Context: an optimization exercise on an open-source flow, tuned for small area and a short achievable clock period. The choices shown serve that exercise and are no tape-out recipe.
Only simulation tests tie the RTL to the original design; equivalence was not proved.
No activity file was given, so power comes from the tool's default toggle rates.

Setup of job 101:
==> flow/design.v (excerpt) <==
module fpmul_pipe (clk, oprA, oprB, Result);
    input clk;
    input [31:0] oprA, oprB;
    output [31:0] Result;
    wire [129:0] r1_d;
    wire [7:0] e1_d;
    wire s1_d;
    reg [129:0] r1_q;
    reg [7:0] e1_q;
    reg s1_q;
    wire [24:0] p2_d;
    reg [24:0] p2_q;
    reg [7:0] e2_q;
    reg s2_q;
    fpmul_sa u_sa (.oprA(oprA), .oprB(oprB), .r1(r1_d), .e1(e1_d), .s1(s1_d));
    fpmul_sb u_sb (.r1(r1_q), .p2(p2_d));
    fpmul_sc u_sc (.p2(p2_q), .e2(e2_q), .s2(s2_q), .Result(Result));
    always @(posedge clk)
    begin
        r1_q <= r1_d;
        e1_q <= e1_d;
        s1_q <= s1_d;
        p2_q <= p2_d;
        e2_q <= e1_q;
        s2_q <= s1_q;
    end
endmodule
==> flow/config.mk <==
export PLATFORM = sky130hd
export DESIGN_NAME = fpmul_pipe
export DESIGN_NICKNAME = fpmul_pipe
export VERILOG_FILES = /design/flow/design.v
export SDC_FILE = /design/flow/constraint.sdc
export NUM_CORES = 4
export LEC_CHECK = 0
export CAP_MARGIN = 20
export CORE_MARGIN = 2
export CORE_UTILIZATION = 40
export CTS_BUF_LIST = sky130_fd_sc_hd__clkbuf_4 sky130_fd_sc_hd__clkbuf_8
export SETUP_SLACK_MARGIN = 5
export SLEW_MARGIN = 20
export SYNTH_HIERARCHICAL = 1
export SYNTH_MINIMUM_KEEP_SIZE = 0
==> flow/constraint.sdc <==
create_clock -name core_clock -period 9.5 [get_ports {clk}]
set_input_delay 1.9000 -clock core_clock [delete_from_list [all_inputs] [get_ports {clk}]]
set_output_delay 1.9000 -clock core_clock [all_outputs]
set_load 0.01 [all_outputs]
standard.sh (not shown) runs the stock make flow with config.mk's settings and CLKGATE_MAP_FILE= SYNTH_SCRIPT=/design/flow/synth_recipe.tcl, a recipe that flattens the netlist after the stock synthesis.
==> flow/flow/run.sh <==
#!/bin/bash
# The standard layout, except that the port buffers are buf_4 cells rather than the
# clkdlybuf4s50_1 delay cells buffer_ports picks by default.
set -euo pipefail
export BUFFER_PORTS_ARGS="-buffer_cell sky130_fd_sc_hd__buf_4"
bash standard.sh finish > orfs_flow.log 2>&1
For job 102, these inputs were changed with respect to job 101:
Settings: CTS_BUF_LIST no longer set, was sky130_fd_sc_hd__clkbuf_4 sky130_fd_sc_hd__clkbuf_8; CORE_UTILIZATION now 60, was 40.
[summary]
Wire length of the first global-routing pass, job 102 vs job 101: down by a few percent. Number of violations reported at the end of detailed-routing iteration 0 is higher on job 102. In job 102, overall power after layout is higher than in job 101.
Input-level comparison between job 103 and job 102:
Settings: CTS_BUF_LIST: unset -> sky130_fd_sc_hd__clkbuf_4 sky130_fd_sc_hd__clkbuf_8; CORE_UTILIZATION: 60 -> 40; SETUP_SLACK_MARGIN: 5 -> unset.
==> flow/flow/run.sh <==
#!/bin/bash
# The standard layout, except that the port buffers are buf_4 cells rather than the
# clkdlybuf4s50_1 delay cells buffer_ports picks by default, and that timing repair aims
# for a setup slack of 5.2 ns at the 9.5 ns clock.
set -euo pipefail
export BUFFER_PORTS_ARGS="-buffer_cell sky130_fd_sc_hd__buf_4"
export SETUP_SLACK_MARGIN=5.2
bash standard.sh finish > orfs_flow.log 2>&1
Notes after the runs:
- Summary of job 103 over job 102: fraction of power spent switching nets now sits at about the same level, upper clock frequency limit now sits higher, worst clock skew on the final layout now sits higher.
- Job 103 leaves more setup margin than job 102.
- Worst hold slack was higher in the run labelled job 103.
- Job 103 vs job 102: count of placed standard cells including taps up by a little under 10%
- Job 103 went all the way through the flow, and no timing, DRC or antenna check failed.
The inputs of job 104 differ from those of job 103 as listed below.
Settings: an added SETUP_SLACK_MARGIN of 5; a deleted CTS_BUF_LIST that had been sky130_fd_sc_hd__clkbuf_4 sky130_fd_sc_hd__clkbuf_8.
==> flow/flow/run.sh <==
#!/bin/bash
# The standard layout, except that the port buffers are buf_1 cells rather than the
# clkdlybuf4s50_1 delay cells buffer_ports picks by default.
set -euo pipefail
export BUFFER_PORTS_ARGS="-buffer_cell sky130_fd_sc_hd__buf_1"
bash standard.sh finish > orfs_flow.log 2>&1
[summary]
Job 104 ended with every stage complete and zero timing, DRC or antenna violations. Count of buffers not belonging to the clock network in the layout up 14% in job 104 wrt job 103. Job 104 against job 103: biggest cell delay along the critical path held; summed instance area of the synthesized netlist level. Job 103 → job 104: required time at the worst-slack endpoint now smaller; share of power burned in combinational logic saw a decrease; clock-buffer cell count higher; first-pass GRT wire length lower.
The inputs of job 105 differ from those of job 104 as listed below.
==> flow/flow/run.sh <==
#!/bin/bash
# The standard layout, except that the port buffers are buf_8 cells rather than the
# clkdlybuf4s50_1 delay cells buffer_ports picks by default.
set -euo pipefail
export BUFFER_PORTS_ARGS="-buffer_cell sky130_fd_sc_hd__buf_8"
bash standard.sh finish > orfs_flow.log 2>&1
==> comparison <==
- Job 104 has a lower combinational share of power than job 105.
- Diff job 105 and job 104: half-perimeter wire length after placement higher in job 105
- Between job 105 and job 104, the remaining global-route overflow does not differ in any meaningful way.
- On job 105: count of clock-buffer cells in the layout is 4 lower than what job 104 gave.
- Fraction of power consumed by the clock network: job 105 vs job 104 down 0.6 points
- Job 104 → job 105: share of the core filled with cells increased 1.5 points; final design instance area without fill increased 3.6%.
- | instance area after placement | job 105 vs job 104 | about 5% higher |
- Max area growth from synthesis to layout across job 105 and job 104: job 105

Another version of the RTL of fpmul_pipe (not shown whole).
Size: roughly 1800 cells after synthesis, about 97 I/O pins, about 19000 µm² of cells after synthesis.
export LEC_CHECK = 0
export CAP_MARGIN = 20
export CORE_MARGIN = 2
export CORE_UTILIZATION = 40
export CTS_BUF_LIST = sky130_fd_sc_hd__clkbuf_4 sky130_fd_sc_hd__clkbuf_8
export SLEW_MARGIN = 20
export SYNTH_HIERARCHICAL = 1
export SYNTH_MINIMUM_KEEP_SIZE = 0
create_clock -name core_clock -period 9.5 [get_ports {clk}]
==> flow/flow/run.sh <==
#!/bin/bash
# The standard layout, except that the port buffers are buf_2 cells rather than the
# clkdlybuf4s50_1 delay cells buffer_ports picks by default, and that timing repair aims
# for a setup slack of 4.8 ns at the 9.5 ns clock.
set -euo pipefail
export BUFFER_PORTS_ARGS="-buffer_cell sky130_fd_sc_hd__buf_2"
export SETUP_SLACK_MARGIN=4.8
bash standard.sh finish > orfs_flow.log 2>&1
The baseline produced a clean layout.
Rerun with:
==> flow/flow/run.sh (replaced) <==
#!/bin/bash
# The standard layout, except that the port buffers are buf_2 cells rather than the
# clkdlybuf4s50_1 delay cells buffer_ports picks by default.
set -euo pipefail
export BUFFER_PORTS_ARGS="-buffer_cell sky130_fd_sc_hd__buf_2"
bash standard.sh finish > orfs_flow.log 2>&1
CTS_BUF_LIST = default   (was sky130_fd_sc_hd__clkbuf_4 sky130_fd_sc_hd__clkbuf_8)
SETUP_SLACK_MARGIN = 5   (was default)
Result: The new run completed with no timing, DRC or antenna violations; clock-buffer cell count climbs by 6; critical path depth climbs by 1; clock skew drops by 0.012 ns; synthesized area is unchanged; setup slack gets better by 0.24 ns; die area does not change; total power climbs by 1.5%; first-iteration DRC count drops by 7.4%; global-route usage stays flat; wire length drops by 0.68%.
Rerun with:
CTS_BUF_LIST = sky130_fd_sc_hd__clkbuf_4 sky130_fd_sc_hd__clkbuf_8   (was default)
After rerunning: The changed run completed with no timing, DRC or antenna violations. Final area fell slightly. Worst setup slack is worse by 0.013 ns. Synthesized cell count stays the same.

separate check: timing with driven ports:
In the flow no input, the clock included, has a driving cell. The finished layouts below were timed again as built, in two steps.
Step 1 assumes that a clkbuf_16 drives the clock port and a buf_2 every other input.
Step 2, shift: input delay + t, output delay - t, t = (earliest + latest rising clock arrival at the registers) / 2. This alone moves slack from input paths to output paths.
Slacks: ideal ports / drivers / drivers and shift; pairs: ideal ports / drivers.
run | t (ns) | slack for setup (ns) | worst register clock-pin slew, ns | worst data-port slew with drivers (ns)
job 101 | 0.568 | 5.020 / 5.046 / 4.479 | 0.10 / 0.10 | 0.09
job 102 | 0.506 | 5.062 / 5.095 / 4.589 | 0.07 / 0.07 | 0.06
job 103 | 0.566 | 5.148 / 5.174 / 4.609 | 0.12 / 0.12 | 0.10
job 104 | 0.522 | 5.068 / 5.098 / 4.577 | 0.07 / 0.07 | 0.08
job 105 | 0.523 | 5.057 / 5.074 / 4.551 | 0.08 / 0.08 | 0.09
the first run of note 2 | 0.578 | 4.808 / 4.820 / 4.242 | 0.12 / 0.12 | 0.05
the second run of note 2 | 0.534 | 5.047 / 5.082 / 4.548 | 0.07 / 0.07 | 0.04
the third run of note 2 | 0.597 | 5.034 / 5.067 / 4.469 | 0.10 / 0.10 | 0.04
After both steps setup and hold are still met in every run listed. For the first run of note 2, which loses most, drivers alone change the setup slack by +0.012 ns; drivers and shift together by -0.566 ns.
